Background: an optimization exercise with open tools, aiming at a short achievable clock period and few clock cycles. Do not read the settings as production practice.
Function was checked by simulation only, so behaviour that the tests miss may differ from the original.
No activity file was given, so power comes from the tool's default toggle rates.

===== design.v =====
`timescale 1ns/1ps
module alu (output wire [31:0] result,
            input wire [31:0] op1,
            input wire [31:0] op2,
            input wire        sub,
            input wire        arith,
            input wire [6:0]  sel);
  wire [31:0] sum = op1 + op2 + {31'b0, sub};
  wire lt = (op1[31] == op2[31]) ? op1[31] : sum[31];
  wire [31:0] sll = op1 << op2[4:0];
  wire [32:0] sr_in = {arith & op1[31], op1};
  wire [32:0] sr_out = $signed(sr_in) >>> op2[4:0];
  assign result = ({32{sel[0]}} & sum)
                | ({32{sel[1]}} & {31'b0, lt})
                | ({32{sel[2]}} & (op1 ^ op2))
                | ({32{sel[3]}} & (op1 | op2))
                | ({32{sel[4]}} & (op1 & op2))
                | ({32{sel[5]}} & sll)
                | ({32{sel[6]}} & sr_out[31:0]);
endmodule
`timescale 1ns/1ps
module regfile (output wire [31:0] readData1,
                output wire [31:0] readData2,
                input wire clk,
                input wire [4:0] readReg1,
                input wire [4:0] readReg2,
                input wire [4:0] writeReg,
                input wire [31:0] writeData,
                input wire write);
  reg [31:0] registers [1:31];
  always @(posedge clk)
    if (write && writeReg != 5'd0)
      registers[writeReg] <= writeData;
  assign readData1 = (readReg1 == 5'd0) ? 32'b0 : registers[readReg1];
  assign readData2 = (readReg2 == 5'd0) ? 32'b0 : registers[readReg2];
endmodule
`timescale 1ns/1ps
module datapath #(parameter [31:0] INITIAL_PC = 32'h00400000)
  (output wire [31:0] PC,
   output wire [31:0] dAddress,
   output wire [31:0] dWriteData,
   output wire MemRead,
   output wire MemWrite,
   input wire clk,
   input wire rst,
   input wire [31:0] instr,
   input wire [31:0] dReadData);
  localparam [6:0] OP_R   = 7'b0110011,
                   OP_I   = 7'b0010011,
                   OP_LW  = 7'b0000011,
                   OP_SW  = 7'b0100011,
                   OP_BEQ = 7'b1100011;
  reg [31:2] pc_f;
  assign PC = {pc_f, 2'b00};
  reg        valid_d;
  reg [31:0] ir_d;
  reg [31:2] pc_d;
  reg        valid_e;
  reg [31:0] op1_e, op2_e, sd_e;
  reg        sub_e, arith_e;
  reg [6:0]  sel_e;
  reg [4:0]  rd_e;
  reg        we_e;       
  reg        lw_e;       
  reg        ld_e;       
  reg        st_e;       
  reg        br_e;       
  reg        pred_e;     
  reg [31:2] alt_e;      
  reg [31:0] res_m, sd_m;
  reg [4:0]  rd_m;
  reg        we_m, ld_m, st_m;
  wire [6:0] opc = ir_d[6:0];
  wire [2:0] f3  = ir_d[14:12];
  wire       f7b5 = ir_d[30];
  wire [4:0] rs1 = ir_d[19:15];
  wire [4:0] rs2 = ir_d[24:20];
  wire [4:0] rd  = ir_d[11:7];
  wire is_r   = (opc == OP_R);
  wire is_i   = (opc == OP_I);
  wire is_lw  = (opc == OP_LW);
  wire is_sw  = (opc == OP_SW);
  wire is_beq = (opc == OP_BEQ);
  wire is_alu = is_r | is_i;
  wire [31:0] imm_i = {{20{ir_d[31]}}, ir_d[31:20]};
  wire [31:0] imm_s = {{20{ir_d[31]}}, ir_d[31:25], ir_d[11:7]};
  wire [31:2] imm_b = {{19{ir_d[31]}}, ir_d[31], ir_d[7], ir_d[30:25], ir_d[11:9]};
  wire        imm_b1 = ir_d[8];  
  wire use1 = is_alu | is_lw | is_sw | is_beq;
  wire use2 = is_r | is_sw | is_beq;
  wire op_add = (is_alu & f3 == 3'b000 & ~(is_r & f7b5)) | is_lw | is_sw;
  wire op_sub = is_r & f3 == 3'b000 & f7b5;
  wire op_slt = is_alu & f3 == 3'b010;
  wire op_xor = is_alu & f3 == 3'b100;
  wire op_or  = is_alu & f3 == 3'b110;
  wire op_and = is_alu & f3 == 3'b111;
  wire op_sll = is_alu & f3 == 3'b001;
  wire op_sr  = is_alu & f3 == 3'b101;
  wire inv2   = op_sub | op_slt;
  wire [31:0] wb_m = ld_m ? dReadData : res_m;
  wire [31:0] rf1, rf2;
  regfile regfile_inst (
    .readData1(rf1), .readData2(rf2), .clk(clk),
    .readReg1(rs1), .readReg2(rs2),
    .writeReg(rd_m), .writeData(wb_m), .write(we_m));
  wire [31:0] alu_e;
  alu alu_inst (.result(alu_e), .op1(op1_e), .op2(op2_e),
                .sub(sub_e), .arith(arith_e), .sel(sel_e));
  wire hitE1 = we_e & (rd_e == rs1);
  wire hitE2 = we_e & (rd_e == rs2);
  wire hitM1 = we_m & (rd_m == rs1);
  wire hitM2 = we_m & (rd_m == rs2);
  wire [31:0] fwd1 = hitE1 ? alu_e : hitM1 ? wb_m : rf1;
  wire [31:0] fwd2 = hitE2 ? alu_e : hitM2 ? wb_m : rf2;
  wire stall = valid_d & lw_e & (((rd_e == rs1) & use1) | ((rd_e == rs2) & use2));
  wire [31:2] tgt_d  = pc_d + imm_b;
  wire [31:2] next_d = pc_d + 30'd1;
  wire        pred_d = (rs1 == rs2) | ir_d[31];
  wire        cond_d = (rs1 != rs2);
  wire eq_e = (op1_e == op2_e);
  wire mispred = br_e & (eq_e ^ pred_e);
  wire redirect_d = valid_d & is_beq & pred_d & ~stall;
  wire [31:0] b_sel = (is_i | is_lw) ? imm_i : is_sw ? imm_s : fwd2;
  always @(posedge clk) begin
    if (rst) begin
      pc_f    <= INITIAL_PC[31:2];
      valid_d <= 1'b0;
    end else if (mispred) begin
      pc_f    <= alt_e;
      valid_d <= 1'b0;
    end else if (stall) begin
    end else if (redirect_d) begin
      pc_f    <= tgt_d;
      valid_d <= 1'b0;
    end else begin
      pc_f    <= pc_f + 30'd1;
      valid_d <= 1'b1;
    end
    if (!stall) begin
      ir_d <= instr;
      pc_d <= pc_f;
    end
  end
  wire go_e = valid_d & ~stall & ~mispred;
  always @(posedge clk) begin
    if (rst) begin
      valid_e <= 1'b0; we_e <= 1'b0; lw_e <= 1'b0; ld_e <= 1'b0;
      st_e <= 1'b0; br_e <= 1'b0;
    end else begin
      valid_e <= go_e;
      we_e    <= go_e & (is_alu | is_lw) & (rd != 5'd0) & ~is_lw;
      lw_e    <= go_e & is_lw & (rd != 5'd0);
      ld_e    <= go_e & is_lw;
      st_e    <= go_e & is_sw;
      br_e    <= go_e & is_beq & cond_d;
    end
    op1_e   <= fwd1;
    op2_e   <= inv2 ? ~b_sel : b_sel;
    sd_e    <= fwd2;
    sub_e   <= inv2;
    arith_e <= f7b5;
    sel_e   <= {op_sr, op_sll, op_and, op_or, op_xor, op_slt, op_add | op_sub};
    rd_e    <= rd;
    pred_e  <= pred_d;
    alt_e   <= pred_d ? next_d : tgt_d;
  end
  always @(posedge clk) begin
    if (rst) begin
      we_m <= 1'b0; ld_m <= 1'b0; st_m <= 1'b0;
    end else begin
      we_m <= we_e | lw_e;
      ld_m <= ld_e;
      st_m <= st_e;
    end
    res_m <= alu_e;
    sd_m  <= sd_e;
    rd_m  <= rd_e;
  end
  assign dAddress   = res_m;
  assign dWriteData = sd_m;
  assign MemRead    = ld_m;
  assign MemWrite   = st_m;
endmodule
`timescale 1ns/1ps
module top_proc #(parameter [31:0] INITIAL_PC = 32'h00400000)
  (
    output wire [31:0] PC,             
    output wire [31:0] dAddress,       
    output wire [31:0] dWriteData,     
    output wire MemRead,               
    output wire MemWrite,              
    input wire clk,                    
    input wire rst,                    
    input wire [31:0] instr,           
    input wire [31:0] dReadData);      
  datapath #(.INITIAL_PC(INITIAL_PC)) datapath_inst (
    .PC(PC), .dAddress(dAddress), .dWriteData(dWriteData),
    .MemRead(MemRead), .MemWrite(MemWrite),
    .clk(clk), .rst(rst), .instr(instr), .dReadData(dReadData));
endmodule

===== run.sh =====
#!/bin/bash
# synth_recipe.tcl (not shown) runs the flow's synth.tcl, then flattens the netlist and writes it again
# the make line also repeats each setting of config.mk as NAME=value (left out here)
make -C /OpenROAD-flow-scripts/flow DESIGN_CONFIG=/design/flow/config.mk WORK_HOME=/design/flow/orfs CLKGATE_MAP_FILE= SYNTH_SCRIPT=/design/flow/synth_recipe.tcl finish

===== config.mk =====
export PLATFORM = sky130hd
export DESIGN_NAME = top_proc
export DESIGN_NICKNAME = top_proc
export VERILOG_FILES = /design/flow/design.v
export SDC_FILE = /design/flow/constraint.sdc
export NUM_CORES = 4
export LEC_CHECK = 0
export ABC_CLOCK_PERIOD_IN_PS = 3000
export CAP_MARGIN = 20
export CORE_MARGIN = 2
export CORE_UTILIZATION = 40
export PLACE_DENSITY = 0.6
export SETUP_SLACK_MARGIN = 5
export SLEW_MARGIN = 20

===== constraint.sdc =====
create_clock -name core_clock -period 13.0 [get_ports {clk}]
set_input_delay 2.6000 -clock core_clock [delete_from_list [all_inputs] [get_ports {clk}]]
set_output_delay 2.6000 -clock core_clock [all_outputs]
set_load 0.01 [all_outputs]

==> notes.md <==
- Mapped cell area: 66500 sq um
- Synth Area per Inst: 14.8 sq um
- P&R area growth vs syn: 12.8%
- First-pass GRT wire length: 312 mm
- Pwr dens: 131 nW/um^2
- Clock Tree Buf Depth: 3
- Final instance area: roughly 75000 sq um
- TritonCTS sink count: ~1300
- CP Capture Type: primary output
- Max-slew violations: 0
- Final ANT Viol Nets: 0
- I/O Buffers: approximately 160
- CTS Buf Count: between 100 and 150
- Critical path cell sequence: buf_4, clkdlybuf4s50_1
- Detailed router's first-iteration violation count: 5415
- Die area: 169000 sq um
- # rows: approximately 150
- Crit path required time: 10400 ps
- Seq/Total Area, Yosys: a little under three fifths
- DP HPWL: 134 mm
- CP max FO: 33
- Synth area leaders: edfxtp_1 (48%), mux4_2 (21%), dfxtp_1 (7.8%)
- Avg WL per Cell: 32.0 um
- Fin. Hold Viols: 0
- Setup TNS: 0 ps
- H-tree levels: 4
- CP max stage delay: 680 ps
- CP Depth: 2
- Tot GR Track Use: approximately a quarter
- Max Freq: ~0.20 GHz
- FF-to-FF path depth: 12
- Seq cells post-synth: 1313
- Post_cts resized: 0
- Initial antenna violation count: 9
- Clock skew: 42.0 ps
- CTS Root Cell: clkbuf_16
- Max-cap violations: 0
- Hold Crit Class: reg -> reg
- Die height: 412 um
- Total grt overflow: 0
- Most frequent cells in the layout: edfxtp_1 (1054), mux4_2 (618), a21oi_1 (292), nor2_1 (254), nand2_1 (252)
- Setup Viol. Count Final: 0
- Cell with the largest stage delay on the worst path: clkdlybuf4s50_1
- Static leakage: around 0.027 uW
- Yosys top cell by area: edfxtp_1
- Layout cells sized above 1: 22.7%
- I/O Pins: 164
- Final wirelength: 219 mm
- EDFF count, synth: between 1000 and 1500
- Synth Instances: 4490
- Setup crit start kind: register
- Period Utilization, post-route: 37.7%
- RSZ-0062 raised after global routing: no
- Synth async-reset ratio: 0%
- Most common cell after layout, fill and taps aside: edfxtp_1
- Worst path bufs/invs: 2
- Largest net degree at the start of global routing: 126
- Worst slew pin tran: roughly 1300 ps
- Tmin final: 4910 ps
- Final nets: 4717
- Placed cell area: 70400 sq um
- Post-synth cell types: 81
- TritonRoute pass-1 iters: 6
- Rel. slew slack: 15.3%
- Vias/cell: 6.36
- Synth Flop Type: edfxtp_1
- Core area: 165000 sq um
- WHS Path Cells: 0
- Worst path arrival time: ~2300 ps
- VDD IR-drop max: between 0.0001 and 0.00015 V
- Setup CP Type: reg -> out
- Starting density of the core: 40.3%
- Vias post-DR: about 44000
- CTS tree: built
- Die width: 412 um
- Area share of the largest cell type after synthesis: a little under half
- Outcome: timing/DRC/antenna clean
- CP top delay family: buffers and inverters
- Postcts setup bufs: 0
- Clock-pin slew on the worst setup and hold paths: 60 ps
- Synth warnings: 2
- Worst-Skew Late Latency: approximately 800 ps
- Remaining DRCs: 0
- GP Congestion: 0.977
- Vias in the first global route: 42800
- Post-CTS Hold Buffers: 0
==> path summary, 6_finish.rpt <==
kind,from,endpoint,slack [ps]
worst max-delay path,datapath_inst.ld_m,MemRead,8090
worst min-delay path,datapath_inst.sd_e[8],datapath_inst.sd_m[8],330
worst max register to register,datapath_inst.op1_e[19],datapath_inst.lw_e,8140
worst min register to register,datapath_inst.sd_e[8],datapath_inst.sd_m[8],330
==> Yosys cell counts (21+ instances only) <==
cell type and count:
nand2_1 252, xnor2_1 91, buf_1 42, nand3_1 66, dfxtp_1 259, mux2i_1 173, a22oi_1 21, edfxtp_1 1054
xor2_1 41, o211ai_1 21, a21o_1 45, inv_1 117, nor3_1 48, a31oi_1 23, a21oi_1 293, and3_1 22
buf_2 61, a211oi_1 132, mux2_2 56, clkbuf_1 216, nand2b_1 23, a221oi_1 29, o21ai_0 124, nor2_1 279
mux4_2 618, ha_1 96
==> cell type report <==
class | instances | area (sq um)
Inverter | 122 | 459
Tap cell | 2189 | 2740
Sequential cell | 1313 | 36900
Clock buffer | 189 | 3910
Fill cell | 14200 | 90000
Multi-Input combinational cell | 2714 | 28000
Clock inverter | 69 | 604
Timing Repair Buffer | 260 | 2440
Antenna cell | 1 | 2.50
==> layer usage <==
layer / wire (um) / share of wire, % / vias up / GRT usage (%)
met5: 68 / 0.031 / - / 0
met4: 8950 / 4.1 / 12 / 10.6
met3: 21500 / 9.8 / 455 / 5.32
met2: 101000 / 46 / 2382 / 39.5
met1: 87500 / 40 / 22600 / 35.5
li1: - / - / 18100 / -
==> flip-flops by register name (all words and copies together), names as in the netlist, 32 cells and up, named ones only <==
signal,cells
datapath_inst.ir_d,32
datapath_inst.op1_e,32
datapath_inst.op2_e,32
datapath_inst.regfile_inst.registers,992
datapath_inst.res_m,32
datapath_inst.sd_e,32
datapath_inst.sd_m,32
==> where the power goes <==
part / internal [uW] / leakage, uW / switching, uW
Combinational: 509 / 0.0114 / 646
Clock: 2250 / 0.00220 / 1710
Sequential: 4560 / 0.0129 / 134
==> cells by family after synthesis <==
group | synth area share [%]
flip-flops | 55.4
multiplexers | 24.5
AO/OA/AOI/OAI | 8.23
AND/OR/NAND/NOR | 5.31
buffers and inverters | 2.89
XOR/XNOR | 1.74
adder cells (fa/ha/maj) | 1.90
other | 0.00564
==> per-stage QoR <==
stage	std cells	worst slack, ps	util, %	power, uW	hold slack (ps)
2_1_floorplan	4491	8910	-	5530	310
3_3_place_gp	6597	8150	42.7	5920	316
3_5_place_dp	6597	8200	42.7	5920	317
4_1_cts	6855	8040	45.4	9850	332
5_1_grt	6856	7880	45.4	10100	332
6_report	6857	8090	45.4	9810	331
Testbench counts, summed over its fixed seeds: cycles 18,394.

==> separate check: timing with driven ports <==
Ports are ideal in the flow. The routed layout listed here was re-timed in OpenROAD.
Step 1: set_driving_cell puts a clkbuf_16 on clk and a buf_2 on each other input, an assumption about the parent block.
Step 2 moves the port delays by t, midway between the first and last clock arrival at a register: inputs arrive t later, outputs are due t later. That takes back most of the time a late clock gives input paths.
a / b / c = ideal ports / drivers / drivers and shift; a / b = the first two.
shift t [ns]: 0.872
setup WS [ns]: 8.095 / 8.004 / 8.105
worst hold slack (ns): 0.331 / 0.331 / 0.331
worst data-port slew with drivers (ns): 0.07
cell pins on the clock port's net: 1
After both steps this run still meets setup and hold. For this run, drivers alone change the setup slack by -0.091 ns; drivers and shift together by +0.010 ns.
